Source: an optimization exercise on an open RTL-to-GDS flow (aim: small area and a short achievable clock period). Production flows keep margins and buffers that such runs may drop.
Where RTL was checked, it was by simulation tests only, not by an equivalence proof against the original.
For run 2, only the layout was checked, not whether the RTL still works.
No activity file was given, so power comes from the tool's default toggle rates.

==> flow/design.v, too long to show whole: its modules and the start of the top module <==
// module BMD_64_RWDMA_FSM: 1028 lines
// module rw_fa: 4 lines
// module rw_ao21: 3 lines
// module rw_xn2: 3 lines
// module rw_or2: 3 lines
// module rw_o21ai: 3 lines
// module rw_nor2: 3 lines
// module rw_mux2: 3 lines
// module rw_aoi21: 3 lines
// module rw_oai21: 3 lines
// module rw_nand2: 3 lines
// module rw_gfa: 6 lines
// module rw_mj3: 3 lines
// module rw_a2: 3 lines
// module rw_x2: 3 lines
module BMD_64_RWDMA_FSM (
    clk,
    rst_n,
    init_rst_i,
    wdma_rst_o,
    mwr_len_i,
    mwr_count_i,
    wdma_start_o,
    wdma_addr_o,
    wdma_done_i,
    wdma_irq_o,
    next_wdma_addr_i,
    next_wdma_up_addr_i,
    next_wdma_valid_i,
    wdma_start_i,
    wdma_stop_i,
    wdma_running_o,
    wdma_frame_len_i,
    timeframe_end_i,
    wdma_buf_ptr_o,
    wdma_status_o,
    cc_timeout_o
);
  // ...
==> flow/flow/run.sh <==
#!/bin/bash
# The standard layout (standard.sh, synthesis unchanged), with two layout choices:
# - the port buffers are sky130_fd_sc_hd__buf_1 (the default pick, clkdlybuf4s50_1,
#   is larger and slower);
# - clock tree synthesis adds no dummy loads and clusters up to 30 sinks per
#   buffer (otherwise the same arguments as ORFS: sink clustering, clock-net repair,
#   the CTS_BUF_LIST buffers).
set -euo pipefail
export BUFFER_PORTS_ARGS="-buffer_cell sky130_fd_sc_hd__buf_1"
export CTS_ARGS="-sink_clustering_enable -repair_clock_nets -dont_use_dummy_load -sink_clustering_size 30 -sink_clustering_max_diameter 200 -buf_list {sky130_fd_sc_hd__clkbuf_4 sky130_fd_sc_hd__clkbuf_8}"
bash standard.sh finish > flow_make.log 2>&1
==> flow/standard.sh <==
#!/bin/bash
# synth_recipe.tcl (not shown) runs the flow's synth.tcl, then flattens the netlist and writes it again
# the make line also repeats each setting of config.mk as NAME=value (left out here)
make -C /OpenROAD-flow-scripts/flow DESIGN_CONFIG=/design/flow/config.mk WORK_HOME=/design/flow/orfs CLKGATE_MAP_FILE= SYNTH_SCRIPT=/design/flow/synth_recipe.tcl "${@:-finish}"
==> flow/config.mk <==
export PLATFORM = sky130hd
export DESIGN_NAME = BMD_64_RWDMA_FSM
export DESIGN_NICKNAME = BMD_64_RWDMA_FSM
export VERILOG_FILES = /design/flow/design.v
export SDC_FILE = /design/flow/constraint.sdc
export NUM_CORES = 4
export LEC_CHECK = 0
export CAP_MARGIN = 20
export CORE_MARGIN = 2
export CORE_UTILIZATION = 70
export CTS_BUF_LIST = sky130_fd_sc_hd__clkbuf_4 sky130_fd_sc_hd__clkbuf_8
export PLACE_DENSITY = 0.8
export SETUP_SLACK_MARGIN = 4.2
export SLEW_MARGIN = 20
export SYNTH_HIERARCHICAL = 1
export SYNTH_MINIMUM_KEEP_SIZE = 0
==> flow/constraint.sdc <==
create_clock -name core_clock -period 8.5 [get_ports {clk}]
set_input_delay 1.7000 -clock core_clock [delete_from_list [all_inputs] [get_ports {clk}]]
set_output_delay 1.7000 -clock core_clock [all_outputs]
set_load 0.01 [all_outputs]
==> summary.txt, run 1 <==
- Outcome: no timing/DRC/antenna violations
- RR Startpoint: s_q[15]$_DFF_P_
- P_sw: 470 uW
- Critical path depth: 8
- Primary FF master, synth: dfxtp_1
- Non-clk buf share: 7.11%
- Hold depth: 2
- Mux contribution to synthesized area: 1.99%
- Mean Syn Cell Area: 8.94 sq um
- Filler cells: 896
- M2 GR Usage: 54.2%
- Final Util: 80.8%
- CTS tree: done
- Max-cap check violation count: 0
- Reg-to-reg critical path endpoint: c_q[15]$_DFF_P_
- Fmax: 235 MHz
- Worst Path Buf+Inv: 1
- Most frequent cells in the layout: nand2_1, buf_1, fa_1, dfxtp_1, nor2_1
- Cells after Synth: 1069
- R2R Setup Slk: 5.27 ns
- Clock buffers: 17
- Share of cells above drive strength 1: 11.3%
- Netlist cell types: 52
- Hold Path End: c_q[25]$_DFF_P_
- Total grt overflow: 0
- Total CTS buffers: 17
- Largest class: multi-input gates
- Top Ports: 155
- Most used cell, CP: fa_2
- Non-CTS inverters: 58
- Final nets: 1419
- Critical path endpoint: c_q[15]$_DFF_P_
- Post-Syn Area: 9560 sq um
- Tapcells: 176
- Commonest cells post-synth: nand2_1, fa_1, dfxtp_1
- GR Util met3: 7.52%
- Multi-input combinational area share: 64.8%
- Final period utilization: 50.1%
- Post-synth top area share: 28.1%
- Clock Power: 367 uW
- Met2 WL: 11.7 mm
- Power per standard cell area: 132 nW/um^2
==> inputs of run 2 (changes only) <==
--- a/flow/design.v
+++ b/flow/design.v
@@ -58,276 +58,305 @@
 reg [1:0]       a_lo;
 reg [11:0]      a_hi;
 reg [26:0]      s_q;
 reg [26:0]      c_q;
 wire            cc_timeout_o = cc_timeout_q;
 wire            wdma_rst_o = timeframe_end_i & st_wait;
 wire [15:0]     wdma_buf_ptr_o = wdma_buf_cnt;
 wire [26:0]     mid;
-    wire gn0, pn0;
+wire            c26;             
+wire            p26;
+    wire gn0, pn0, tn0;
     rw_nand2 u_g0 (.a(s_q[0]), .b(c_q[0]), .y(gn0));
     rw_xn2 u_p0 (.a(s_q[0]), .b(c_q[0]), .y(pn0));
-    wire gn1, pn1;
+    rw_nor2 u_t0 (.a(s_q[0]), .b(c_q[0]), .y(tn0));
+    wire gn1, pn1, tn1;
     rw_nand2 u_g1 (.a(s_q[1]), .b(c_q[1]), .y(gn1));
     rw_xn2 u_p1 (.a(s_q[1]), .b(c_q[1]), .y(pn1));
-    wire gn2, pn2;
+    rw_nor2 u_t1 (.a(s_q[1]), .b(c_q[1]), .y(tn1));
+    wire gn2, pn2, tn2;
     rw_nand2 u_g2 (.a(s_q[2]), .b(c_q[2]), .y(gn2));
     rw_xn2 u_p2 (.a(s_q[2]), .b(c_q[2]), .y(pn2));
-    wire gn3, pn3;
+    rw_nor2 u_t2 (.a(s_q[2]), .b(c_q[2]), .y(tn2));
+    wire gn3, pn3, tn3;
     rw_nand2 u_g3 (.a(s_q[3]), .b(c_q[3]), .y(gn3));
     rw_xn2 u_p3 (.a(s_q[3]), .b(c_q[3]), .y(pn3));
-    wire gn4, pn4;
+    rw_nor2 u_t3 (.a(s_q[3]), .b(c_q[3]), .y(tn3));
+    wire gn4, pn4, tn4;
     rw_nand2 u_g4 (.a(s_q[4]), .b(c_q[4]), .y(gn4));
     rw_xn2 u_p4 (.a(s_q[4]), .b(c_q[4]), .y(pn4));
-    wire gn5, pn5;
+    rw_nor2 u_t4 (.a(s_q[4]), .b(c_q[4]), .y(tn4));
+    wire gn5, pn5, tn5;
     rw_nand2 u_g5 (.a(s_q[5]), .b(c_q[5]), .y(gn5));
     rw_xn2 u_p5 (.a(s_q[5]), .b(c_q[5]), .y(pn5));
-    wire gn6, pn6;
+    rw_nor2 u_t5 (.a(s_q[5]), .b(c_q[5]), .y(tn5));
+    wire gn6, pn6, tn6;
     rw_nand2 u_g6 (.a(s_q[6]), .b(c_q[6]), .y(gn6));
     rw_xn2 u_p6 (.a(s_q[6]), .b(c_q[6]), .y(pn6));
-    wire gn7, pn7;
+    rw_nor2 u_t6 (.a(s_q[6]), .b(c_q[6]), .y(tn6));
+    wire gn7, pn7, tn7;
     rw_nand2 u_g7 (.a(s_q[7]), .b(c_q[7]), .y(gn7));
     rw_xn2 u_p7 (.a(s_q[7]), .b(c_q[7]), .y(pn7));
-    wire gn8, pn8;
+    rw_nor2 u_t7 (.a(s_q[7]), .b(c_q[7]), .y(tn7));
+    wire gn8, pn8, tn8;
     rw_nand2 u_g8 (.a(s_q[8]), .b(c_q[8]), .y(gn8));
     rw_xn2 u_p8 (.a(s_q[8]), .b(c_q[8]), .y(pn8));
-    wire gn9, pn9;
+    rw_nor2 u_t8 (.a(s_q[8]), .b(c_q[8]), .y(tn8));
+    wire gn9, pn9, tn9;
     rw_nand2 u_g9 (.a(s_q[9]), .b(c_q[9]), .y(gn9));
     rw_xn2 u_p9 (.a(s_q[9]), .b(c_q[9]), .y(pn9));
-    wire gn10, pn10;
+    rw_nor2 u_t9 (.a(s_q[9]), .b(c_q[9]), .y(tn9));
+    wire gn10, pn10, tn10;
     rw_nand2 u_g10 (.a(s_q[10]), .b(c_q[10]), .y(gn10));
     rw_xn2 u_p10 (.a(s_q[10]), .b(c_q[10]), .y(pn10));
-    wire gn11, pn11;
+    rw_nor2 u_t10 (.a(s_q[10]), .b(c_q[10]), .y(tn10));
+    wire gn11, pn11, tn11;
     rw_nand2 u_g11 (.a(s_q[11]), .b(c_q[11]), .y(gn11));
     rw_xn2 u_p11 (.a(s_q[11]), .b(c_q[11]), .y(pn11));
-    wire gn12, pn12;
+    rw_nor2 u_t11 (.a(s_q[11]), .b(c_q[11]), .y(tn11));
+    wire gn12, pn12, tn12;
     rw_nand2 u_g12 (.a(s_q[12]), .b(c_q[12]), .y(gn12));
     rw_xn2 u_p12 (.a(s_q[12]), .b(c_q[12]), .y(pn12));
-    wire gn13, pn13;
+    rw_nor2 u_t12 (.a(s_q[12]), .b(c_q[12]), .y(tn12));
+    wire gn13, pn13, tn13;
     rw_nand2 u_g13 (.a(s_q[13]), .b(c_q[13]), .y(gn13));
     rw_xn2 u_p13 (.a(s_q[13]), .b(c_q[13]), .y(pn13));
-    wire gn14, pn14;
+    rw_nor2 u_t13 (.a(s_q[13]), .b(c_q[13]), .y(tn13));
+    wire gn14, pn14, tn14;
     rw_nand2 u_g14 (.a(s_q[14]), .b(c_q[14]), .y(gn14));
     rw_xn2 u_p14 (.a(s_q[14]), .b(c_q[14]), .y(pn14));
-    wire gn15, pn15;
+    rw_nor2 u_t14 (.a(s_q[14]), .b(c_q[14]), .y(tn14));
+    wire gn15, pn15, tn15;
     rw_nand2 u_g15 (.a(s_q[15]), .b(c_q[15]), .y(gn15));
     rw_xn2 u_p15 (.a(s_q[15]), .b(c_q[15]), .y(pn15));
-    wire gn16, pn16;
+    rw_nor2 u_t15 (.a(s_q[15]), .b(c_q[15]), .y(tn15));
+    wire gn16, pn16, tn16;
     rw_nand2 u_g16 (.a(s_q[16]), .b(c_q[16]), .y(gn16));
     rw_xn2 u_p16 (.a(s_q[16]), .b(c_q[16]), .y(pn16));
-    wire gn17, pn17;
+    rw_nor2 u_t16 (.a(s_q[16]), .b(c_q[16]), .y(tn16));
+    wire gn17, pn17, tn17;
     rw_nand2 u_g17 (.a(s_q[17]), .b(c_q[17]), .y(gn17));
     rw_xn2 u_p17 (.a(s_q[17]), .b(c_q[17]), .y(pn17));
-    wire gn18, pn18;
+    rw_nor2 u_t17 (.a(s_q[17]), .b(c_q[17]), .y(tn17));
+    wire gn18, pn18, tn18;
     rw_nand2 u_g18 (.a(s_q[18]), .b(c_q[18]), .y(gn18));
     rw_xn2 u_p18 (.a(s_q[18]), .b(c_q[18]), .y(pn18));
-    wire gn19, pn19;
+    rw_nor2 u_t18 (.a(s_q[18]), .b(c_q[18]), .y(tn18));
+    wire gn19, pn19, tn19;
     rw_nand2 u_g19 (.a(s_q[19]), .b(c_q[19]), .y(gn19));
     rw_xn2 u_p19 (.a(s_q[19]), .b(c_q[19]), .y(pn19));
-    wire gn20, pn20;
+    rw_nor2 u_t19 (.a(s_q[19]), .b(c_q[19]), .y(tn19));
+    wire gn20, pn20, tn20;
     rw_nand2 u_g20 (.a(s_q[20]), .b(c_q[20]), .y(gn20));
     rw_xn2 u_p20 (.a(s_q[20]), .b(c_q[20]), .y(pn20));
-    wire gn21, pn21;
+    rw_nor2 u_t20 (.a(s_q[20]), .b(c_q[20]), .y(tn20));
+    wire gn21, pn21, tn21;
     rw_nand2 u_g21 (.a(s_q[21]), .b(c_q[21]), .y(gn21));
     rw_xn2 u_p21 (.a(s_q[21]), .b(c_q[21]), .y(pn21));
-    wire gn22, pn22;
+    rw_nor2 u_t21 (.a(s_q[21]), .b(c_q[21]), .y(tn21));
+    wire gn22, pn22, tn22;
     rw_nand2 u_g22 (.a(s_q[22]), .b(c_q[22]), .y(gn22));
     rw_xn2 u_p22 (.a(s_q[22]), .b(c_q[22]), .y(pn22));
-    wire gn23, pn23;
+    rw_nor2 u_t22 (.a(s_q[22]), .b(c_q[22]), .y(tn22));
+    wire gn23, pn23, tn23;
     rw_nand2 u_g23 (.a(s_q[23]), .b(c_q[23]), .y(gn23));
     rw_xn2 u_p23 (.a(s_q[23]), .b(c_q[23]), .y(pn23));
-    wire gn24, pn24;
+    rw_nor2 u_t23 (.a(s_q[23]), .b(c_q[23]), .y(tn23));
+    wire gn24, pn24, tn24;
     rw_nand2 u_g24 (.a(s_q[24]), .b(c_q[24]), .y(gn24));
     rw_xn2 u_p24 (.a(s_q[24]), .b(c_q[24]), .y(pn24));
-    wire gn25, pn25;
+    rw_nor2 u_t24 (.a(s_q[24]), .b(c_q[24]), .y(tn24));
+    wire gn25, pn25, tn25;
     rw_nand2 u_g25 (.a(s_q[25]), .b(c_q[25]), .y(gn25));
     rw_xn2 u_p25 (.a(s_q[25]), .b(c_q[25]), .y(pn25));
-    wire gn26, pn26;
+    rw_nor2 u_t25 (.a(s_q[25]), .b(c_q[25]), .y(tn25));
+    wire gn26, pn26, tn26;
     rw_nand2 u_g26 (.a(s_q[26]), .b(c_q[26]), .y(gn26));
     rw_xn2 u_p26 (.a(s_q[26]), .b(c_q[26]), .y(pn26));
+    rw_nor2 u_t26 (.a(s_q[26]), .b(c_q[26]), .y(tn26));
     wire G1_1;
-    rw_oai21 u_G1_1 (.a1(pn1), .a2(gn0), .b1(gn1), .y(G1_1));
+    rw_oai21 u_G1_1 (.a1(tn1), .a2(gn0), .b1(gn1), .y(G1_1));
     wire G1_3;
-    rw_oai21 u_G1_3 (.a1(pn3), .a2(gn2), .b1(gn3), .y(G1_3));
+    rw_oai21 u_G1_3 (.a1(tn3), .a2(gn2), .b1(gn3), .y(G1_3));
     wire P1_3;
-    rw_nor2 u_P1_3 (.a(pn3), .b(pn2), .y(P1_3));
+    rw_nor2 u_P1_3 (.a(tn3), .b(tn2), .y(P1_3));
     wire G1_5;
-    rw_oai21 u_G1_5 (.a1(pn5), .a2(gn4), .b1(gn5), .y(G1_5));
+    rw_oai21 u_G1_5 (.a1(tn5), .a2(gn4), .b1(gn5), .y(G1_5));
     wire P1_5;
-    rw_nor2 u_P1_5 (.a(pn5), .b(pn4), .y(P1_5));
+    rw_nor2 u_P1_5 (.a(tn5), .b(tn4), .y(P1_5));
     wire G1_7;
-    rw_oai21 u_G1_7 (.a1(pn7), .a2(gn6), .b1(gn7), .y(G1_7));
+    rw_oai21 u_G1_7 (.a1(tn7), .a2(gn6), .b1(gn7), .y(G1_7));
     wire P1_7;
-    rw_nor2 u_P1_7 (.a(pn7), .b(pn6), .y(P1_7));
+    rw_nor2 u_P1_7 (.a(tn7), .b(tn6), .y(P1_7));
     wire G1_9;
-    rw_oai21 u_G1_9 (.a1(pn9), .a2(gn8), .b1(gn9), .y(G1_9));
+    rw_oai21 u_G1_9 (.a1(tn9), .a2(gn8), .b1(gn9), .y(G1_9));
     wire P1_9;
-    rw_nor2 u_P1_9 (.a(pn9), .b(pn8), .y(P1_9));
+    rw_nor2 u_P1_9 (.a(tn9), .b(tn8), .y(P1_9));
     wire G1_11;
-    rw_oai21 u_G1_11 (.a1(pn11), .a2(gn10), .b1(gn11), .y(G1_11));
+    rw_oai21 u_G1_11 (.a1(tn11), .a2(gn10), .b1(gn11), .y(G1_11));
     wire P1_11;
-    rw_nor2 u_P1_11 (.a(pn11), .b(pn10), .y(P1_11));
+    rw_nor2 u_P1_11 (.a(tn11), .b(tn10), .y(P1_11));
     wire G1_13;
-    rw_oai21 u_G1_13 (.a1(pn13), .a2(gn12), .b1(gn13), .y(G1_13));
+    rw_oai21 u_G1_13 (.a1(tn13), .a2(gn12), .b1(gn13), .y(G1_13));
     wire P1_13;
-    rw_nor2 u_P1_13 (.a(pn13), .b(pn12), .y(P1_13));
+    rw_nor2 u_P1_13 (.a(tn13), .b(tn12), .y(P1_13));
     wire G1_15;
-    rw_oai21 u_G1_15 (.a1(pn15), .a2(gn14), .b1(gn15), .y(G1_15));
+    rw_oai21 u_G1_15 (.a1(tn15), .a2(gn14), .b1(gn15), .y(G1_15));
     wire P1_15;
-    rw_nor2 u_P1_15 (.a(pn15), .b(pn14), .y(P1_15));
+    rw_nor2 u_P1_15 (.a(tn15), .b(tn14), .y(P1_15));
     wire G1_17;
-    rw_oai21 u_G1_17 (.a1(pn17), .a2(gn16), .b1(gn17), .y(G1_17));
+    rw_oai21 u_G1_17 (.a1(tn17), .a2(gn16), .b1(gn17), .y(G1_17));
     wire P1_17;
-    rw_nor2 u_P1_17 (.a(pn17), .b(pn16), .y(P1_17));
+    rw_nor2 u_P1_17 (.a(tn17), .b(tn16), .y(P1_17));
     wire G1_19;
-    rw_oai21 u_G1_19 (.a1(pn19), .a2(gn18), .b1(gn19), .y(G1_19));
+    rw_oai21 u_G1_19 (.a1(tn19), .a2(gn18), .b1(gn19), .y(G1_19));
     wire P1_19;
-    rw_nor2 u_P1_19 (.a(pn19), .b(pn18), .y(P1_19));
+    rw_nor2 u_P1_19 (.a(tn19), .b(tn18), .y(P1_19));
     wire G1_21;
-    rw_oai21 u_G1_21 (.a1(pn21), .a2(gn20), .b1(gn21), .y(G1_21));
+    rw_oai21 u_G1_21 (.a1(tn21), .a2(gn20), .b1(gn21), .y(G1_21));
     wire P1_21;
-    rw_nor2 u_P1_21 (.a(pn21), .b(pn20), .y(P1_21));
+    rw_nor2 u_P1_21 (.a(tn21), .b(tn20), .y(P1_21));
     wire G1_23;
-    rw_oai21 u_G1_23 (.a1(pn23), .a2(gn22), .b1(gn23), .y(G1_23));
+    rw_oai21 u_G1_23 (.a1(tn23), .a2(gn22), .b1(gn23), .y(G1_23));
     wire P1_23;
-    rw_nor2 u_P1_23 (.a(pn23), .b(pn22), .y(P1_23));
+    rw_nor2 u_P1_23 (.a(tn23), .b(tn22), .y(P1_23));
     wire G1_25;
-    rw_oai21 u_G1_25 (.a1(pn25), .a2(gn24), .b1(gn25), .y(G1_25));
+    rw_oai21 u_G1_25 (.a1(tn25), .a2(gn24), .b1(gn25), .y(G1_25));
     wire P1_25;
-    rw_nor2 u_P1_25 (.a(pn25), .b(pn24), .y(P1_25));
+    rw_nor2 u_P1_25 (.a(tn25), .b(tn24), .y(P1_25));
     wire G1_1_i = ~G1_1;
     wire G2_2;
-    rw_oai21 u_G2_2 (.a1(pn2), .a2(G1_1_i), .b1(gn2), .y(G2_2));
+    rw_oai21 u_G2_2 (.a1(tn2), .a2(G1_1_i), .b1(gn2), .y(G2_2));
     wire G2_3;
     rw_aoi21 u_G2_3 (.a1(P1_3), .a2(G1_1), .b1(G1_3), .y(G2_3));
     wire G1_5_i = ~G1_5;
     wire G2_6;
-    rw_oai21 u_G2_6 (.a1(pn6), .a2(G1_5_i), .b1(gn6), .y(G2_6));
+    rw_oai21 u_G2_6 (.a1(tn6), .a2(G1_5_i), .b1(gn6), .y(G2_6));
     wire P1_5_i = ~P1_5;
     wire P2_6;
-    rw_nor2 u_P2_6 (.a(pn6), .b(P1_5_i), .y(P2_6));
+    rw_nor2 u_P2_6 (.a(tn6), .b(P1_5_i), .y(P2_6));
     wire G2_7;
     rw_aoi21 u_G2_7 (.a1(P1_7), .a2(G1_5), .b1(G1_7), .y(G2_7));
     wire P2_7;
     rw_nand2 u_P2_7 (.a(P1_7), .b(P1_5), .y(P2_7));
     wire G1_9_i = ~G1_9;
     wire G2_10;
-    rw_oai21 u_G2_10 (.a1(pn10), .a2(G1_9_i), .b1(gn10), .y(G2_10));
+    rw_oai21 u_G2_10 (.a1(tn10), .a2(G1_9_i), .b1(gn10), .y(G2_10));
     wire P1_9_i = ~P1_9;
     wire P2_10;
-    rw_nor2 u_P2_10 (.a(pn10), .b(P1_9_i), .y(P2_10));
+    rw_nor2 u_P2_10 (.a(tn10), .b(P1_9_i), .y(P2_10));
     wire G2_11;
     rw_aoi21 u_G2_11 (.a1(P1_11), .a2(G1_9), .b1(G1_11), .y(G2_11));
     wire P2_11;
     rw_nand2 u_P2_11 (.a(P1_11), .b(P1_9), .y(P2_11));
     wire G1_13_i = ~G1_13;
     wire G2_14;
-    rw_oai21 u_G2_14 (.a1(pn14), .a2(G1_13_i), .b1(gn14), .y(G2_14));
+    rw_oai21 u_G2_14 (.a1(tn14), .a2(G1_13_i), .b1(gn14), .y(G2_14));
     wire P1_13_i = ~P1_13;
     wire P2_14;
-    rw_nor2 u_P2_14 (.a(pn14), .b(P1_13_i), .y(P2_14));
+    rw_nor2 u_P2_14 (.a(tn14), .b(P1_13_i), .y(P2_14));
     wire G2_15;
     rw_aoi21 u_G2_15 (.a1(P1_15), .a2(G1_13), .b1(G1_15), .y(G2_15));
     wire P2_15;
     rw_nand2 u_P2_15 (.a(P1_15), .b(P1_13), .y(P2_15));
     wire G1_17_i = ~G1_17;
     wire G2_18;
-    rw_oai21 u_G2_18 (.a1(pn18), .a2(G1_17_i), .b1(gn18), .y(G2_18));
+    rw_oai21 u_G2_18 (.a1(tn18), .a2(G1_17_i), .b1(gn18), .y(G2_18));
     wire P1_17_i = ~P1_17;
     wire P2_18;
-    rw_nor2 u_P2_18 (.a(pn18), .b(P1_17_i), .y(P2_18));
+    rw_nor2 u_P2_18 (.a(tn18), .b(P1_17_i), .y(P2_18));
     wire G2_19;
     rw_aoi21 u_G2_19 (.a1(P1_19), .a2(G1_17), .b1(G1_19), .y(G2_19));
     wire P2_19;
     rw_nand2 u_P2_19 (.a(P1_19), .b(P1_17), .y(P2_19));
     wire G1_21_i = ~G1_21;
     wire G2_22;
-    rw_oai21 u_G2_22 (.a1(pn22), .a2(G1_21_i), .b1(gn22), .y(G2_22));
+    rw_oai21 u_G2_22 (.a1(tn22), .a2(G1_21_i), .b1(gn22), .y(G2_22));
     wire P1_21_i = ~P1_21;
     wire P2_22;
-    rw_nor2 u_P2_22 (.a(pn22), .b(P1_21_i), .y(P2_22));
+    rw_nor2 u_P2_22 (.a(tn22), .b(P1_21_i), .y(P2_22));
     wire G2_23;
     rw_aoi21 u_G2_23 (.a1(P1_23), .a2(G1_21), .b1(G1_23), .y(G2_23));
     wire P2_23;
     rw_nand2 u_P2_23 (.a(P1_23), .b(P1_21), .y(P2_23));
     wire G4_4;
-    rw_oai21 u_G4_4 (.a1(pn4), .a2(G2_3), .b1(gn4), .y(G4_4));
+    rw_oai21 u_G4_4 (.a1(tn4), .a2(G2_3), .b1(gn4), .y(G4_4));
     wire G2_3_i = ~G2_3;
     wire G4_5;
     rw_aoi21 u_G4_5 (.a1(P1_5), .a2(G2_3_i), .b1(G1_5), .y(G4_5));
     wire G4_6;
     rw_aoi21 u_G4_6 (.a1(P2_6), .a2(G2_3_i), .b1(G2_6), .y(G4_6));
     wire G4_7;
     rw_oai21 u_G4_7 (.a1(P2_7), .a2(G2_3), .b1(G2_7), .y(G4_7));
     wire G4_12;
-    rw_oai21 u_G4_12 (.a1(pn12), .a2(G2_11), .b1(gn12), .y(G4_12));
+    rw_oai21 u_G4_12 (.a1(tn12), .a2(G2_11), .b1(gn12), .y(G4_12));
     wire P4_12;
-    rw_nor2 u_P4_12 (.a(pn12), .b(P2_11), .y(P4_12));
+    rw_nor2 u_P4_12 (.a(tn12), .b(P2_11), .y(P4_12));
     wire G2_11_i = ~G2_11;
     wire G4_13;
     rw_aoi21 u_G4_13 (.a1(P1_13), .a2(G2_11_i), .b1(G1_13), .y(G4_13));
     wire P2_11_i = ~P2_11;
     wire P4_13;
     rw_nand2 u_P4_13 (.a(P1_13), .b(P2_11_i), .y(P4_13));
     wire G4_14;
     rw_aoi21 u_G4_14 (.a1(P2_14), .a2(G2_11_i), .b1(G2_14), .y(G4_14));
     wire P4_14;
     rw_nand2 u_P4_14 (.a(P2_14), .b(P2_11_i), .y(P4_14));
     wire G4_15;
     rw_oai21 u_G4_15 (.a1(P2_15), .a2(G2_11), .b1(G2_15), .y(G4_15));
     wire P4_15;
     rw_nor2 u_P4_15 (.a(P2_15), .b(P2_11), .y(P4_15));
     wire G4_20;
-    rw_oai21 u_G4_20 (.a1(pn20), .a2(G2_19), .b1(gn20), .y(G4_20));
+    rw_oai21 u_G4_20 (.a1(tn20), .a2(G2_19), .b1(gn20), .y(G4_20));
     wire P4_20;
-    rw_nor2 u_P4_20 (.a(pn20), .b(P2_19), .y(P4_20));
+    rw_nor2 u_P4_20 (.a(tn20), .b(P2_19), .y(P4_20));
     wire G2_19_i = ~G2_19;
     wire G4_21;
     rw_aoi21 u_G4_21 (.a1(P1_21), .a2(G2_19_i), .b1(G1_21), .y(G4_21));
     wire P2_19_i = ~P2_19;
     wire P4_21;
     rw_nand2 u_P4_21 (.a(P1_21), .b(P2_19_i), .y(P4_21));
     wire G4_22;
     rw_aoi21 u_G4_22 (.a1(P2_22), .a2(G2_19_i), .b1(G2_22), .y(G4_22));
     wire P4_22;
     rw_nand2 u_P4_22 (.a(P2_22), .b(P2_19_i), .y(P4_22));
     wire G4_23;
     rw_oai21 u_G4_23 (.a1(P2_23), .a2(G2_19), .b1(G2_23), .y(G4_23));
     wire P4_23;
     rw_nor2 u_P4_23 (.a(P2_23), .b(P2_19), .y(P4_23));
     wire G4_7_i = ~G4_7;
     wire G8_8;
-    rw_oai21 u_G8_8 (.a1(pn8), .a2(G4_7_i), .b1(gn8), .y(G8_8));
+    rw_oai21 u_G8_8 (.a1(tn8), .a2(G4_7_i), .b1(gn8), .y(G8_8));
     wire G8_9;
     rw_aoi21 u_G8_9 (.a1(P1_9), .a2(G4_7), .b1(G1_9), .y(G8_9));
     wire G8_10;
     rw_aoi21 u_G8_10 (.a1(P2_10), .a2(G4_7), .b1(G2_10), .y(G8_10));
     wire G8_11;
     rw_oai21 u_G8_11 (.a1(P2_11), .a2(G4_7_i), .b1(G2_11), .y(G8_11));
     wire G8_12;
     rw_aoi21 u_G8_12 (.a1(P4_12), .a2(G4_7), .b1(G4_12), .y(G8_12));
     wire G8_13;
     rw_oai21 u_G8_13 (.a1(P4_13), .a2(G4_7_i), .b1(G4_13), .y(G8_13));
     wire G8_14;
     rw_oai21 u_G8_14 (.a1(P4_14), .a2(G4_7_i), .b1(G4_14), .y(G8_14));
     wire G8_15;
     rw_aoi21 u_G8_15 (.a1(P4_15), .a2(G4_7), .b1(G4_15), .y(G8_15));
     wire G4_23_i = ~G4_23;
     wire G8_24;
-    rw_oai21 u_G8_24 (.a1(pn24), .a2(G4_23_i), .b1(gn24), .y(G8_24));
+    rw_oai21 u_G8_24 (.a1(tn24), .a2(G4_23_i), .b1(gn24), .y(G8_24));
     wire P4_23_i = ~P4_23;
     wire P8_24;
-    rw_nor2 u_P8_24 (.a(pn24), .b(P4_23_i), .y(P8_24));
+    rw_nor2 u_P8_24 (.a(tn24), .b(P4_23_i), .y(P8_24));
     wire G8_25;
     rw_aoi21 u_G8_25 (.a1(P1_25), .a2(G4_23), .b1(G1_25), .y(G8_25));
     wire P8_25;
     rw_nand2 u_P8_25 (.a(P1_25), .b(P4_23), .y(P8_25));
     wire G16_16;
-    rw_oai21 u_G16_16 (.a1(pn16), .a2(G8_15), .b1(gn16), .y(G16_16));
+    rw_oai21 u_G16_16 (.a1(tn16), .a2(G8_15), .b1(gn16), .y(G16_16));
     wire G8_15_i = ~G8_15;
     wire G16_17;
     rw_aoi21 u_G16_17 (.a1(P1_17), .a2(G8_15_i), .b1(G1_17), .y(G16_17));
     wire G16_18;
     rw_aoi21 u_G16_18 (.a1(P2_18), .a2(G8_15_i), .b1(G2_18), .y(G16_18));
     wire G16_19;
     rw_oai21 u_G16_19 (.a1(P2_19), .a2(G8_15), .b1(G2_19), .y(G16_19));
     wire G16_20;
@@ -366,18 +395,16 @@
     rw_x2 u_sum21 (.a(pn21), .b(G16_20), .y(mid[21]));
     rw_xn2 u_sum22 (.a(pn22), .b(G16_21), .y(mid[22]));
     rw_xn2 u_sum23 (.a(pn23), .b(G16_22), .y(mid[23]));
     rw_x2 u_sum24 (.a(pn24), .b(G16_23), .y(mid[24]));
     rw_x2 u_sum25 (.a(pn25), .b(G16_24), .y(mid[25]));
     rw_xn2 u_sum26 (.a(pn26), .b(G16_25), .y(mid[26]));
     assign c26 = G16_25;
     assign p26 = ~pn26;
-wire            c26;
-wire            p26;
 wire [11:0]     hi_ones;
 wire [11:0]     out_hi;
 assign hi_ones[0] = 1'b1;
 genvar gi;
 generate for (gi = 1; gi < 12; gi = gi + 1) begin : g_hi
     assign hi_ones[gi] = hi_ones[gi-1] & a_hi[gi-1];
 end endgenerate
 wire [11:0]     hi_c0 = a_hi ^ (hi_ones & {12{p26}});
@@ -616,59 +643,59 @@
     rw_fa u_fs22 (.a(pp7_2), .b(pp8_1), .c(pp9_0), .s(fs22), .co(fc22));
     wire fs23, fc23;
     rw_fa u_fs23 (.a(hc0), .b(hs1), .c(fs0), .s(fs23), .co(fc23));
     wire fs24, fc24;
     rw_fa u_fs24 (.a(pp5_5), .b(pp6_4), .c(pp7_3), .s(fs24), .co(fc24));
     wire fs25, fc25;
     rw_fa u_fs25 (.a(pp8_2), .b(pp9_1), .c(hc1), .s(fs25), .co(fc25));
     wire fs26, fc26;
-    rw_fa u_fs26 (.a(fs1), .b(fs2), .c(fc0), .s(fs26), .co(fc26));
+    rw_fa u_fs26 (.a(fc0), .b(fs1), .c(fs2), .s(fs26), .co(fc26));
     wire fs27, fc27;
     rw_fa u_fs27 (.a(pp5_6), .b(pp6_5), .c(pp7_4), .s(fs27), .co(fc27));
     wire fs28, fc28;
-    rw_fa u_fs28 (.a(pp8_3), .b(pp9_2), .c(fs3), .s(fs28), .co(fc28));
+    rw_fa u_fs28 (.a(pp8_3), .b(pp9_2), .c(fc1), .s(fs28), .co(fc28));
     wire fs29, fc29;
-    rw_fa u_fs29 (.a(fs4), .b(fc1), .c(fc2), .s(fs29), .co(fc29));
+    rw_fa u_fs29 (.a(fc2), .b(fs3), .c(fs4), .s(fs29), .co(fc29));
     wire fs30, fc30;
     rw_fa u_fs30 (.a(pp5_7), .b(pp6_6), .c(pp7_5), .s(fs30), .co(fc30));
     wire fs31, fc31;
-    rw_fa u_fs31 (.a(pp8_4), .b(pp9_3), .c(fs5), .s(fs31), .co(fc31));
+    rw_fa u_fs31 (.a(pp8_4), .b(pp9_3), .c(fc3), .s(fs31), .co(fc31));
     wire fs32, fc32;
-    rw_fa u_fs32 (.a(fs6), .b(fc3), .c(fc4), .s(fs32), .co(fc32));
+    rw_fa u_fs32 (.a(fc4), .b(fs5), .c(fs6), .s(fs32), .co(fc32));
     wire fs33, fc33;
     rw_fa u_fs33 (.a(pp5_8), .b(pp6_7), .c(pp7_6), .s(fs33), .co(fc33));
     wire fs34, fc34;
-    rw_fa u_fs34 (.a(pp8_5), .b(pp9_4), .c(fs7), .s(fs34), .co(fc34));
+    rw_fa u_fs34 (.a(pp8_5), .b(pp9_4), .c(fc5), .s(fs34), .co(fc34));
     wire fs35, fc35;
-    rw_fa u_fs35 (.a(fs8), .b(fc5), .c(fc6), .s(fs35), .co(fc35));
+    rw_fa u_fs35 (.a(fc6), .b(fs7), .c(fs8), .s(fs35), .co(fc35));
     wire fs36, fc36;
     rw_fa u_fs36 (.a(pp5_9), .b(pp6_8), .c(pp7_7), .s(fs36), .co(fc36));
     wire fs37, fc37;
-    rw_fa u_fs37 (.a(pp8_6), .b(pp9_5), .c(fs9), .s(fs37), .co(fc37));
+    rw_fa u_fs37 (.a(pp8_6), .b(pp9_5), .c(fc7), .s(fs37), .co(fc37));
     wire fs38, fc38;
-    rw_fa u_fs38 (.a(fs10), .b(fc7), .c(fc8), .s(fs38), .co(fc38));
+    rw_fa u_fs38 (.a(fc8), .b(fs9), .c(fs10), .s(fs38), .co(fc38));
     wire fs39, fc39;
     rw_fa u_fs39 (.a(pp5_10), .b(pp6_9), .c(pp7_8), .s(fs39), .co(fc39));
     wire fs40, fc40;
-    rw_fa u_fs40 (.a(pp8_7), .b(pp9_6), .c(fs11), .s(fs40), .co(fc40));
+    rw_fa u_fs40 (.a(pp8_7), .b(pp9_6), .c(fc9), .s(fs40), .co(fc40));
     wire fs41, fc41;
-    rw_fa u_fs41 (.a(fs12), .b(fc9), .c(fc10), .s(fs41), .co(fc41));
+    rw_fa u_fs41 (.a(fc10), .b(fs11), .c(fs12), .s(fs41), .co(fc41));
     wire fs42, fc42;
     rw_fa u_fs42 (.a(pp5_11), .b(pp6_10), .c(pp7_9), .s(fs42), .co(fc42));
     wire fs43, fc43;
     rw_fa u_fs43 (.a(pp8_8), .b(pp9_7), .c(hs2), .s(fs43), .co(fc43));
     wire fs44, fc44;
-    rw_fa u_fs44 (.a(fs13), .b(fc11), .c(fc12), .s(fs44), .co(fc44));
+    rw_fa u_fs44 (.a(fc11), .b(fc12), .c(fs13), .s(fs44), .co(fc44));
     wire fs45, fc45;
     rw_fa u_fs45 (.a(pp4_13), .b(pp5_12), .c(pp6_11), .s(fs45), .co(fc45));
     wire fs46, fc46;
     rw_fa u_fs46 (.a(pp7_10), .b(pp8_9), .c(pp9_8), .s(fs46), .co(fc46));
     wire fs47, fc47;
-    rw_fa u_fs47 (.a(hc2), .b(fs14), .c(fc13), .s(fs47), .co(fc47));
+    rw_fa u_fs47 (.a(hc2), .b(fc13), .c(fs14), .s(fs47), .co(fc47));
     wire fs48, fc48;
     rw_fa u_fs48 (.a(xn[18]), .b(pp3_15), .c(pp4_14), .s(fs48), .co(fc48));
     wire fs49, fc49;
     rw_fa u_fs49 (.a(pp5_13), .b(pp6_12), .c(pp7_11), .s(fs49), .co(fc49));
     wire fs50, fc50;
     rw_fa u_fs50 (.a(pp8_10), .b(pp9_9), .c(fc14), .s(fs50), .co(fc50));
     wire fs51, fc51;
     rw_fa u_fs51 (.a(xn[19]), .b(pp4_15), .c(pp5_14), .s(fs51), .co(fc51));
@@ -690,167 +717,167 @@
     rw_fa u_fs56 (.a(pp4_1), .b(pp5_0), .c(hs3), .s(fs56), .co(fc56));
     wire fs57, fc57;
     rw_fa u_fs57 (.a(pp4_2), .b(pp5_1), .c(pp6_0), .s(fs57), .co(fc57));
     wire fs58, fc58;
     rw_fa u_fs58 (.a(hc3), .b(hs4), .c(fs15), .s(fs58), .co(fc58));
     wire fs59, fc59;
     rw_fa u_fs59 (.a(pp7_0), .b(hc4), .c(hs5), .s(fs59), .co(fc59));
     wire fs60, fc60;
-    rw_fa u_fs60 (.a(fs16), .b(fs17), .c(fc15), .s(fs60), .co(fc60));
+    rw_fa u_fs60 (.a(fc15), .b(fs16), .c(fs17), .s(fs60), .co(fc60));
     wire fs61, fc61;
-    rw_fa u_fs61 (.a(hc5), .b(fs18), .c(fs19), .s(fs61), .co(fc61));
+    rw_fa u_fs61 (.a(hc5), .b(fc16), .c(fc17), .s(fs61), .co(fc61));
     wire fs62, fc62;
-    rw_fa u_fs62 (.a(fc16), .b(fc17), .c(fs20), .s(fs62), .co(fc62));
+    rw_fa u_fs62 (.a(fs18), .b(fs19), .c(fs20), .s(fs62), .co(fc62));
     wire fs63, fc63;
-    rw_fa u_fs63 (.a(fs21), .b(fs22), .c(fc18), .s(fs63), .co(fc63));
+    rw_fa u_fs63 (.a(fc18), .b(fc19), .c(fs21), .s(fs63), .co(fc63));
     wire fs64, fc64;
-    rw_fa u_fs64 (.a(fc19), .b(fs23), .c(fc20), .s(fs64), .co(fc64));
+    rw_fa u_fs64 (.a(fs22), .b(fc20), .c(fs23), .s(fs64), .co(fc64));
     wire fs65, fc65;
-    rw_fa u_fs65 (.a(fs24), .b(fc21), .c(fc22), .s(fs65), .co(fc65));
+    rw_fa u_fs65 (.a(fc21), .b(fc22), .c(fs24), .s(fs65), .co(fc65));
     wire fs66, fc66;
-    rw_fa u_fs66 (.a(fs25), .b(fs26), .c(fc23), .s(fs66), .co(fc66));
+    rw_fa u_fs66 (.a(fs25), .b(fc23), .c(fs26), .s(fs66), .co(fc66));
     wire fs67, fc67;
-    rw_fa u_fs67 (.a(fs27), .b(fc24), .c(fs28), .s(fs67), .co(fc67));
+    rw_fa u_fs67 (.a(fc24), .b(fs27), .c(fc25), .s(fs67), .co(fc67));
     wire fs68, fc68;
-    rw_fa u_fs68 (.a(fc25), .b(fs29), .c(fc26), .s(fs68), .co(fc68));
+    rw_fa u_fs68 (.a(fs28), .b(fc26), .c(fs29), .s(fs68), .co(fc68));
     wire fs69, fc69;
-    rw_fa u_fs69 (.a(fs30), .b(fc27), .c(fs31), .s(fs69), .co(fc69));
+    rw_fa u_fs69 (.a(fc27), .b(fs30), .c(fc28), .s(fs69), .co(fc69));
     wire fs70, fc70;
-    rw_fa u_fs70 (.a(fc28), .b(fs32), .c(fc29), .s(fs70), .co(fc70));
+    rw_fa u_fs70 (.a(fs31), .b(fc29), .c(fs32), .s(fs70), .co(fc70));
     wire fs71, fc71;
-    rw_fa u_fs71 (.a(fs33), .b(fc30), .c(fs34), .s(fs71), .co(fc71));
+    rw_fa u_fs71 (.a(fc30), .b(fs33), .c(fc31), .s(fs71), .co(fc71));
     wire fs72, fc72;
-    rw_fa u_fs72 (.a(fc31), .b(fs35), .c(fc32), .s(fs72), .co(fc72));
+    rw_fa u_fs72 (.a(fs34), .b(fc32), .c(fs35), .s(fs72), .co(fc72));
     wire fs73, fc73;
-    rw_fa u_fs73 (.a(fs36), .b(fc33), .c(fs37), .s(fs73), .co(fc73));
+    rw_fa u_fs73 (.a(fc33), .b(fs36), .c(fc34), .s(fs73), .co(fc73));
     wire fs74, fc74;
-    rw_fa u_fs74 (.a(fc34), .b(fs38), .c(fc35), .s(fs74), .co(fc74));
+    rw_fa u_fs74 (.a(fs37), .b(fc35), .c(fs38), .s(fs74), .co(fc74));
     wire fs75, fc75;
-    rw_fa u_fs75 (.a(fs39), .b(fc36), .c(fs40), .s(fs75), .co(fc75));
+    rw_fa u_fs75 (.a(fc36), .b(fs39), .c(fc37), .s(fs75), .co(fc75));
     wire fs76, fc76;
-    rw_fa u_fs76 (.a(fc37), .b(fs41), .c(fc38), .s(fs76), .co(fc76));
+    rw_fa u_fs76 (.a(fs40), .b(fc38), .c(fs41), .s(fs76), .co(fc76));
     wire fs77, fc77;
-    rw_fa u_fs77 (.a(fs42), .b(fc39), .c(fs43), .s(fs77), .co(fc77));
+    rw_fa u_fs77 (.a(fc39), .b(fs42), .c(fs43), .s(fs77), .co(fc77));
     wire fs78, fc78;
-    rw_fa u_fs78 (.a(fc40), .b(fs44), .c(fc41), .s(fs78), .co(fc78));
+    rw_fa u_fs78 (.a(fc40), .b(fc41), .c(fs44), .s(fs78), .co(fc78));
     wire fs79, fc79;
-    rw_fa u_fs79 (.a(fs45), .b(fs46), .c(fc42), .s(fs79), .co(fc79));
+    rw_fa u_fs79 (.a(fc42), .b(fs45), .c(fs46), .s(fs79), .co(fc79));
     wire fs80, fc80;
-    rw_fa u_fs80 (.a(fc43), .b(fs47), .c(fc44), .s(fs80), .co(fc80));
+    rw_fa u_fs80 (.a(fc43), .b(fc44), .c(fs47), .s(fs80), .co(fc80));
     wire fs81, fc81;
-    rw_fa u_fs81 (.a(fs48), .b(fs49), .c(fc45), .s(fs81), .co(fc81));
+    rw_fa u_fs81 (.a(fc45), .b(fc46), .c(fs48), .s(fs81), .co(fc81));
     wire fs82, fc82;
-    rw_fa u_fs82 (.a(fc46), .b(fs50), .c(fc47), .s(fs82), .co(fc82));
+    rw_fa u_fs82 (.a(fs49), .b(fs50), .c(fc47), .s(fs82), .co(fc82));
     wire fs83, fc83;
-    rw_fa u_fs83 (.a(pp9_10), .b(fs51), .c(fs52), .s(fs83), .co(fc83));
+    rw_fa u_fs83 (.a(pp9_10), .b(fc48), .c(fc49), .s(fs83), .co(fc83));
     wire fs84, fc84;
-    rw_fa u_fs84 (.a(fc48), .b(fc49), .c(fc50), .s(fs84), .co(fc84));
+    rw_fa u_fs84 (.a(fs51), .b(fs52), .c(fc50), .s(fs84), .co(fc84));
     wire fs85, fc85;
     rw_fa u_fs85 (.a(pp7_13), .b(pp8_12), .c(pp9_11), .s(fs85), .co(fc85));
     wire fs86, fc86;
-    rw_fa u_fs86 (.a(fs53), .b(fc51), .c(fc52), .s(fs86), .co(fc86));
+    rw_fa u_fs86 (.a(fc51), .b(fc52), .c(fs53), .s(fs86), .co(fc86));
     wire fs87, fc87;
     rw_fa u_fs87 (.a(xn[21]), .b(pp6_15), .c(pp7_14), .s(fs87), .co(fc87));
     wire fs88, fc88;
     rw_fa u_fs88 (.a(pp8_13), .b(pp9_12), .c(fc53), .s(fs88), .co(fc88));
     wire fs89, fc89;
     rw_fa u_fs89 (.a(xn[22]), .b(pp7_15), .c(pp8_14), .s(fs89), .co(fc89));
     wire hs8, hc8;
     rw_xn2 u_hs8 (.a(xn[2]), .b(pp0_2), .y(hs8));
     rw_or2 u_hc8 (.a(xn[2]), .b(pp0_2), .y(hc8));
     wire fs90, fc90;
     rw_fa u_fs90 (.a(pp1_2), .b(pp2_1), .c(pp3_0), .s(fs90), .co(fc90));
     wire fs91, fc91;
     rw_fa u_fs91 (.a(pp4_0), .b(hc6), .c(hs7), .s(fs91), .co(fc91));
     wire fs92, fc92;
-    rw_fa u_fs92 (.a(hc7), .b(fs55), .c(fc54), .s(fs92), .co(fc92));
+    rw_fa u_fs92 (.a(hc7), .b(fc54), .c(fs55), .s(fs92), .co(fc92));
     wire fs93, fc93;
-    rw_fa u_fs93 (.a(fs57), .b(fc55), .c(fs58), .s(fs93), .co(fc93));
+    rw_fa u_fs93 (.a(fc55), .b(fs57), .c(fc56), .s(fs93), .co(fc93));
     wire fs94, fc94;
-    rw_fa u_fs94 (.a(fc57), .b(fs59), .c(fs60), .s(fs94), .co(fc94));
+    rw_fa u_fs94 (.a(fc57), .b(fs59), .c(fc58), .s(fs94), .co(fc94));
     wire fs95, fc95;
-    rw_fa u_fs95 (.a(fc59), .b(fs61), .c(fs62), .s(fs95), .co(fc95));
+    rw_fa u_fs95 (.a(fc59), .b(fs61), .c(fc60), .s(fs95), .co(fc95));
     wire fs96, fc96;
-    rw_fa u_fs96 (.a(fs63), .b(fc61), .c(fc62), .s(fs96), .co(fc96));
+    rw_fa u_fs96 (.a(fc61), .b(fs63), .c(fc62), .s(fs96), .co(fc96));
     wire fs97, fc97;
-    rw_fa u_fs97 (.a(fs65), .b(fc63), .c(fc64), .s(fs97), .co(fc97));
+    rw_fa u_fs97 (.a(fc63), .b(fs65), .c(fc64), .s(fs97), .co(fc97));
     wire fs98, fc98;
-    rw_fa u_fs98 (.a(fs67), .b(fc65), .c(fs68), .s(fs98), .co(fc98));
+    rw_fa u_fs98 (.a(fc65), .b(fs67), .c(fc66), .s(fs98), .co(fc98));
     wire fs99, fc99;
-    rw_fa u_fs99 (.a(fs69), .b(fc67), .c(fs70), .s(fs99), .co(fc99));
+    rw_fa u_fs99 (.a(fc67), .b(fs69), .c(fc68), .s(fs99), .co(fc99));
     wire fs100, fc100;
-    rw_fa u_fs100 (.a(fs71), .b(fc69), .c(fs72), .s(fs100), .co(fc100));
+    rw_fa u_fs100 (.a(fc69), .b(fs71), .c(fc70), .s(fs100), .co(fc100));
     wire fs101, fc101;
-    rw_fa u_fs101 (.a(fs73), .b(fc71), .c(fs74), .s(fs101), .co(fc101));
+    rw_fa u_fs101 (.a(fc71), .b(fs73), .c(fc72), .s(fs101), .co(fc101));
     wire fs102, fc102;
-    rw_fa u_fs102 (.a(fs75), .b(fc73), .c(fs76), .s(fs102), .co(fc102));
+    rw_fa u_fs102 (.a(fc73), .b(fs75), .c(fc74), .s(fs102), .co(fc102));
     wire fs103, fc103;
-    rw_fa u_fs103 (.a(fs77), .b(fc75), .c(fs78), .s(fs103), .co(fc103));
+    rw_fa u_fs103 (.a(fc75), .b(fs77), .c(fc76), .s(fs103), .co(fc103));
     wire fs104, fc104;
-    rw_fa u_fs104 (.a(fs79), .b(fc77), .c(fs80), .s(fs104), .co(fc104));
+    rw_fa u_fs104 (.a(fc77), .b(fs79), .c(fc78), .s(fs104), .co(fc104));
     wire fs105, fc105;
-    rw_fa u_fs105 (.a(fs81), .b(fc79), .c(fs82), .s(fs105), .co(fc105));
+    rw_fa u_fs105 (.a(fc79), .b(fs81), .c(fc80), .s(fs105), .co(fc105));
     wire fs106, fc106;
-    rw_fa u_fs106 (.a(fs83), .b(fc81), .c(fs84), .s(fs106), .co(fc106));
+    rw_fa u_fs106 (.a(fc81), .b(fs83), .c(fs84), .s(fs106), .co(fc106));
     wire fs107, fc107;
     rw_fa u_fs107 (.a(fs85), .b(fc83), .c(fs86), .s(fs107), .co(fc107));
     wire fs108, fc108;
-    rw_fa u_fs108 (.a(fs87), .b(fc85), .c(fs88), .s(fs108), .co(fc108));
+    rw_fa u_fs108 (.a(fc85), .b(fs87), .c(fs88), .s(fs108), .co(fc108));
     wire fs109, fc109;
-    rw_fa u_fs109 (.a(pp9_13), .b(fs89), .c(fc87), .s(fs109), .co(fc109));
+    rw_fa u_fs109 (.a(pp9_13), .b(fc87), .c(fs89), .s(fs109), .co(fc109));
     wire fs110, fc110;
     rw_fa u_fs110 (.a(xn[23]), .b(pp8_15), .c(pp9_14), .s(fs110), .co(fc110));
     wire hs9, hc9;
     rw_xn2 u_hs9 (.a(xn[1]), .b(pp0_1), .y(hs9));
     rw_or2 u_hc9 (.a(xn[1]), .b(pp0_1), .y(hc9));
     wire fs111, fc111;
     rw_fa u_fs111 (.a(pp1_1), .b(pp2_0), .c(hs8), .s(fs111), .co(fc111));
     wire fs112, fc112;
     rw_fa u_fs112 (.a(hc8), .b(hs6), .c(fs90), .s(fs112), .co(fc112));
     wire fs113, fc113;
-    rw_fa u_fs113 (.a(fs54), .b(fc90), .c(fs91), .s(fs113), .co(fc113));
+    rw_fa u_fs113 (.a(fc90), .b(fs54), .c(fs91), .s(fs113), .co(fc113));
     wire fs114, fc114;
-    rw_fa u_fs114 (.a(fs56), .b(fc91), .c(fs92), .s(fs114), .co(fc114));
+    rw_fa u_fs114 (.a(fc91), .b(fs56), .c(fs92), .s(fs114), .co(fc114));
     wire fs115, fc115;
-    rw_fa u_fs115 (.a(fc56), .b(fc92), .c(fs93), .s(fs115), .co(fc115));
+    rw_fa u_fs115 (.a(fc92), .b(fs58), .c(fs93), .s(fs115), .co(fc115));
     wire fs116, fc116;
-    rw_fa u_fs116 (.a(fc58), .b(fs94), .c(fc93), .s(fs116), .co(fc116));
+    rw_fa u_fs116 (.a(fc93), .b(fs60), .c(fs94), .s(fs116), .co(fc116));
     wire fs117, fc117;
-    rw_fa u_fs117 (.a(fc60), .b(fs95), .c(fc94), .s(fs117), .co(fc117));
+    rw_fa u_fs117 (.a(fs62), .b(fc94), .c(fs95), .s(fs117), .co(fc117));
     wire fs118, fc118;
-    rw_fa u_fs118 (.a(fs64), .b(fs96), .c(fc95), .s(fs118), .co(fc118));
+    rw_fa u_fs118 (.a(fc95), .b(fs64), .c(fs96), .s(fs118), .co(fc118));
     wire fs119, fc119;
-    rw_fa u_fs119 (.a(fs66), .b(fs97), .c(fc96), .s(fs119), .co(fc119));
+    rw_fa u_fs119 (.a(fc96), .b(fs66), .c(fs97), .s(fs119), .co(fc119));
     wire fs120, fc120;
-    rw_fa u_fs120 (.a(fc66), .b(fs98), .c(fc97), .s(fs120), .co(fc120));
+    rw_fa u_fs120 (.a(fs68), .b(fc97), .c(fs98), .s(fs120), .co(fc120));
     wire fs121, fc121;
-    rw_fa u_fs121 (.a(fc68), .b(fs99), .c(fc98), .s(fs121), .co(fc121));
+    rw_fa u_fs121 (.a(fs70), .b(fc98), .c(fs99), .s(fs121), .co(fc121));
     wire fs122, fc122;
-    rw_fa u_fs122 (.a(fc70), .b(fs100), .c(fc99), .s(fs122), .co(fc122));
+    rw_fa u_fs122 (.a(fs72), .b(fc99), .c(fs100), .s(fs122), .co(fc122));
     wire fs123, fc123;
-    rw_fa u_fs123 (.a(fc72), .b(fs101), .c(fc100), .s(fs123), .co(fc123));
+    rw_fa u_fs123 (.a(fs74), .b(fc100), .c(fs101), .s(fs123), .co(fc123));
     wire fs124, fc124;
-    rw_fa u_fs124 (.a(fc74), .b(fs102), .c(fc101), .s(fs124), .co(fc124));
+    rw_fa u_fs124 (.a(fs76), .b(fc101), .c(fs102), .s(fs124), .co(fc124));
     wire fs125, fc125;
-    rw_fa u_fs125 (.a(fc76), .b(fs103), .c(fc102), .s(fs125), .co(fc125));
+    rw_fa u_fs125 (.a(fs78), .b(fc102), .c(fs103), .s(fs125), .co(fc125));
     wire fs126, fc126;
-    rw_fa u_fs126 (.a(fc78), .b(fs104), .c(fc103), .s(fs126), .co(fc126));
+    rw_fa u_fs126 (.a(fs80), .b(fc103), .c(fs104), .s(fs126), .co(fc126));
     wire fs127, fc127;
-    rw_fa u_fs127 (.a(fc80), .b(fs105), .c(fc104), .s(fs127), .co(fc127));
+    rw_fa u_fs127 (.a(fs82), .b(fc104), .c(fs105), .s(fs127), .co(fc127));
     wire fs128, fc128;
     rw_fa u_fs128 (.a(fc82), .b(fs106), .c(fc105), .s(fs128), .co(fc128));
     wire fs129, fc129;
-    rw_fa u_fs129 (.a(fs107), .b(fc84), .c(fc106), .s(fs129), .co(fc129));
+    rw_fa u_fs129 (.a(fc84), .b(fs107), .c(fc106), .s(fs129), .co(fc129));
     wire fs130, fc130;
     rw_fa u_fs130 (.a(fc86), .b(fs108), .c(fc107), .s(fs130), .co(fc130));
     wire fs131, fc131;
-    rw_fa u_fs131 (.a(fs109), .b(fc88), .c(fc108), .s(fs131), .co(fc131));
+    rw_fa u_fs131 (.a(fc88), .b(fs109), .c(fc108), .s(fs131), .co(fc131));
     wire fs132, fc132;
-    rw_fa u_fs132 (.a(fs110), .b(fc89), .c(fc109), .s(fs132), .co(fc132));
+    rw_fa u_fs132 (.a(fc89), .b(fs110), .c(fc109), .s(fs132), .co(fc132));
     wire fs133, fc133;
     rw_fa u_fs133 (.a(xn[24]), .b(pp9_15), .c(fc110), .s(fs133), .co(fc133));
     assign ts_n[0] = xn[0];
     assign tc_n[0] = pp0_0;
     assign ts_n[1] = hs9;
     assign tc_n[1] = pp1_0;
     assign ts_n[2] = hc9;
     assign tc_n[2] = fs111;
==> flow/flow/run.sh (replaced) <==
#!/bin/bash
# Standard layout (the standard.sh, unchanged synthesis), with two changes:
# - the port buffers are sky130_fd_sc_hd__buf_1 instead of the default
#   clkdlybuf4s50_1, which is larger and slower;
# - clock tree synthesis does not add dummy loads (it otherwise uses the same
#   arguments as ORFS: sink clustering, clock-net repair, CTS_BUF_LIST).
set -euo pipefail
export BUFFER_PORTS_ARGS="-buffer_cell sky130_fd_sc_hd__buf_1"
export CTS_ARGS="-sink_clustering_enable -repair_clock_nets -dont_use_dummy_load -buf_list {sky130_fd_sc_hd__clkbuf_4 sky130_fd_sc_hd__clkbuf_8}"
bash standard.sh finish > flow_make.log 2>&1
==> run 2 against run 1 <==
Maximum frequency grew 0.32%. Final area shrank 0.93%. Non-clock buffer count shrank 2. Sequential power about the same. Via count is 0.71% higher. Combinational power is 9.1% lower. Sequential share of layout area increased by 0.20 points. Clock power decreased by 2%. Largest power group unchanged. Register-to-register slack better by 0.16 ns. Flip-flop and latch count did not move. Critical path type unchanged. Highest routed layer unchanged. Routed wire length is 3.1% lower. Worst setup slack better by 0.014 ns.
==> summary.txt, run 2 <==
- HP Class: reg2reg
- Startpoint types: input pin
- Die Y: 121 microns
- Total grt overflow: 0 (unchanged)
- Filler cells: 946 (+5.6%)
- Yosys reg bits: 117
- Yosys warnings: 7
- Largest cells by area after synthesis: fa_1, dfxtp_1, nand2_1
- Final period utilization: 49.9% (-0.16 points)
- CP required: 8.79 ns
- DR vias/cell: 5.85
- Top-count cell post-synth: nand2_1
- Worst hold slack: 0.459 ns
- Final setup viols: 0
- Fin. Hold Viols: 0
- Initial core utilization: 72.2%
- Netlist cell types: 52 (unchanged)
- CP Capture Type: register
- Dominant cell type by area after synthesis: fa_1
- Biggest regs: c_q (27), s_q (27), wdma_buf_cnt (16)
- TritonRoute pass-1 iters: 5
- Placement Setup Slack: 3.42 ns
- Power per standard cell area: 129 nW/um^2 (-2.7%)
- PortBufs: 154
- Mean Syn Cell Area: 8.85 sq um (-1.1%)
- Vias in the first global route: 7894
- Largest net degree at the start of global routing: 55
- WL per Instance: 16.8 microns
- Worst-Margin Slew: 1.09 ns
- Outcome: no timing/DRC/antenna violations
- ANT nets after route: 0
- First-pass GRT wire length: 38.2 mm
- Worst EP arrival: 4.53 ns
- CP Class: in2reg
- Share of cells above drive strength 1: 9.68% (-1.6 points)
- Worst-path clk slew: 0.06 ns
- Longest Clk Path Bufs: 2
- Die ar.: 14700 sq um
- Most frequent cells in the layout: nand2_1, buf_1, fa_1, dfxtp_1, nor2_1
- Placer Congestion: 0.912
- Slew Limit Fails: 0
- VDD IR-drop max: 0.0963 mV
- Ys async rst share: 0%
- Dpl cell area: 10300 sq um
- H-Tree Level Count: 4
- Top sig layer: met4
- CTS tree: done
- Leakage: 0.00340 uW
- Top Ports: 155 (unchanged)
- Met3 WL: 1.78 mm
- Final instance area: 10600 sq um
- Detailed Place HPWL: 17.8 mm
- WL met1: 9.76 mm
- Multi-input logic area: 6960 sq um
- Most common cell after layout, fill and taps aside: nand2_1
- Worst setup margin: 4.26 ns
- Clk Latency, worst-skew pair: 0.45 ns
- Core area: 13300 sq um
- DRC violations left: 0
- Max FO, Critical Path: 16
- Slew margin rel.: 27.1%
- EDFF count, synth: 0
- Total CTS buffers: 17 (unchanged)
- Seq/Total Area, Yosys: 24.3%
- Final Util: 79.8% (-1.1 points)
- Die X: 121 microns
- CTS Hold Bufs: 0
- Initial antenna violation count: 0
- Final nets: 1438 (+1.3%)
- Post-synth top area share: 27.8% (-0.24 points)
- DRT iter0 DRCs: 638
- Total global-route track usage: 33.1%
- Num rows: 42
- Clock period minus worst slack: 4.24 ns
- Cells after Synth: 1090 (+2.0%)
- Max-cap check violation count: 0 (unchanged)
- Sum Neg Setup Slack: 0 ns
- Root buffer cell: clkbuf_8
- Post-Syn Area: 9640 sq um (+0.85%)
- Fmax: 236 MHz (+0.32%)
- Commonest cells post-synth: nand2_1, fa_1, dfxtp_1
- RSZ-0062 raised after global routing: true
- Primary FF master, synth: dfxtp_1
- Via count: 8104
- Ant. Diodes: 0
- Met2 WL: 11.3 mm (-4.0%)
- Register area: 2340 sq um
- Area delta synth->final: 10.4%
- Clock Skew: 0.0233 ns
- CTS Sinks: 117
- WL final: 23.2 mm
## run 2: changes by cell type in the layout (fill, tap and decap cells not counted), moves of 5 or more
cell,before,now
buf_4,11,6
buf_6,5,0
clkbuf_2,1,10
clkdlybuf4s15_2,5,0
nand2_1,234,240
nor2_1,72,91
xnor2_1,55,67
xnor2_2,8,1
## run 2: layout make-up
class | instances | area share, %
inverters | 58 | 2.04
flip-flops and latches | 117 | 22.0
well taps | 176 | 2.07
multi-input cells | 856 | 65.4
repair buffers | 161 | 6.31
clock buffers | 17 | 2.20
## run 2: through the flow
stage / cells / total power [uW]
2_1_floorplan: 1092 / 910
3_3_place_gp: 1363 / 996
3_5_place_dp: 1363 / 1020
4_1_cts: 1383 / 1380
5_1_grt: 1385 / 1460
6_report: 1385 / 1370
## run 2: layer usage
metal  GRT usage, %  vias up
met2           54.3      353
met5              0        -
met3           6.39       36
met1           44.8     3960
met4           10.4        0
li1               -     3755
## run 2: cells by family after synthesis
group           after synthesis  share of synthesized area (%)
xor+xnor                    110                           9.99
buf+inv                     119                           5.01
compound gates              179                           12.2
mux                          13                           1.97
fa+ha+maj                   137                           28.2
simple gates                414                           18.2
flops                       117                           24.3
other cells                   1                         0.0389
## run 2: worst paths after layout
kind | start | end | cells past startpoint | slack [ns]
max | mwr_len_i[0] | c_q[12]$_DFF_P_ | 8 | 4.26
min | wdma_running_o$_SDFFE_PN0P_ | wdma_running_o$_SDFFE_PN0P_ | 2 | 0.46
max reg2reg | s_q[11]$_DFF_P_ | c_q[12]$_DFF_P_ | 7 | 5.43
min reg2reg | wdma_running_o$_SDFFE_PN0P_ | wdma_running_o$_SDFFE_PN0P_ | 2 | 0.46
## run 2: per-module statistics from Yosys, one instance, submodules excluded
module | copies in the design | cells | area (sq um)
BMD_64_RWDMA_FSM | 1 | 678 | 5260
rw_aoi21 | 22 | 1 | 8.76
rw_fa | 134 | 1 | 20.0
rw_mux2 | 12 | 1 | 15.0
rw_nand2 | 36 | 1 | 3.75
rw_nor2 | 74 | 1 | 3.75
rw_o21ai | 27 | 1 | 5.00
rw_oai21 | 35 | 1 | 5.00
rw_or2 | 10 | 1 | 6.26
rw_x2 | 13 | 1 | 8.76
rw_xn2 | 49 | 1 | 8.76
## run 2: power by group
part,switching (uW),internal (uW)
clock,185,175
sequential,7.30,555
combinational,250,200
total,442,930
## run 2: what timing repair did
item | CTS | global route
pin swaps | 2 | 1
endpoints found under the setup margin | 49 | 33
buffers inserted | 3 | 2
gates resized for setup | 17 | 23
## run 2: critical path, cell delays in order
cell and delay, ns:
buf_2 0.29, nand2_1 0.13, fa_1 0.59, fa_1 0.46, fa_2 0.35, fa_1 0.47
fa_1 0.50, nor2_1 0.05

==> afterwards: timing with drivers on the ports <==
Ports are ideal in the flow. The routed layouts listed here were re-timed in OpenROAD. Step 1 assumes that a clkbuf_16 drives the clock port and a buf_2 every other input. Step 2 moves the port delays by t, midway between the first and last clock arrival at a register: inputs arrive t later, outputs are due t later. That takes back most of the time a late clock gives input paths. Slacks: ideal / step 1 / step 2; pairs: ideal / step 1.
run | t, ns | slack for setup (ns) | latest minus earliest clock arrival (ns)
run 1 | 0.468 | 4.244 / 4.243 / 3.775 | 0.034 / 0.034
run 2 | 0.472 | 4.258 / 4.232 / 3.761 | 0.024 / 0.023
After both steps every run listed still meets setup and hold. The setup slack of run 2, which loses most, moves by -0.026 ns with the drivers and by -0.497 ns with both steps.
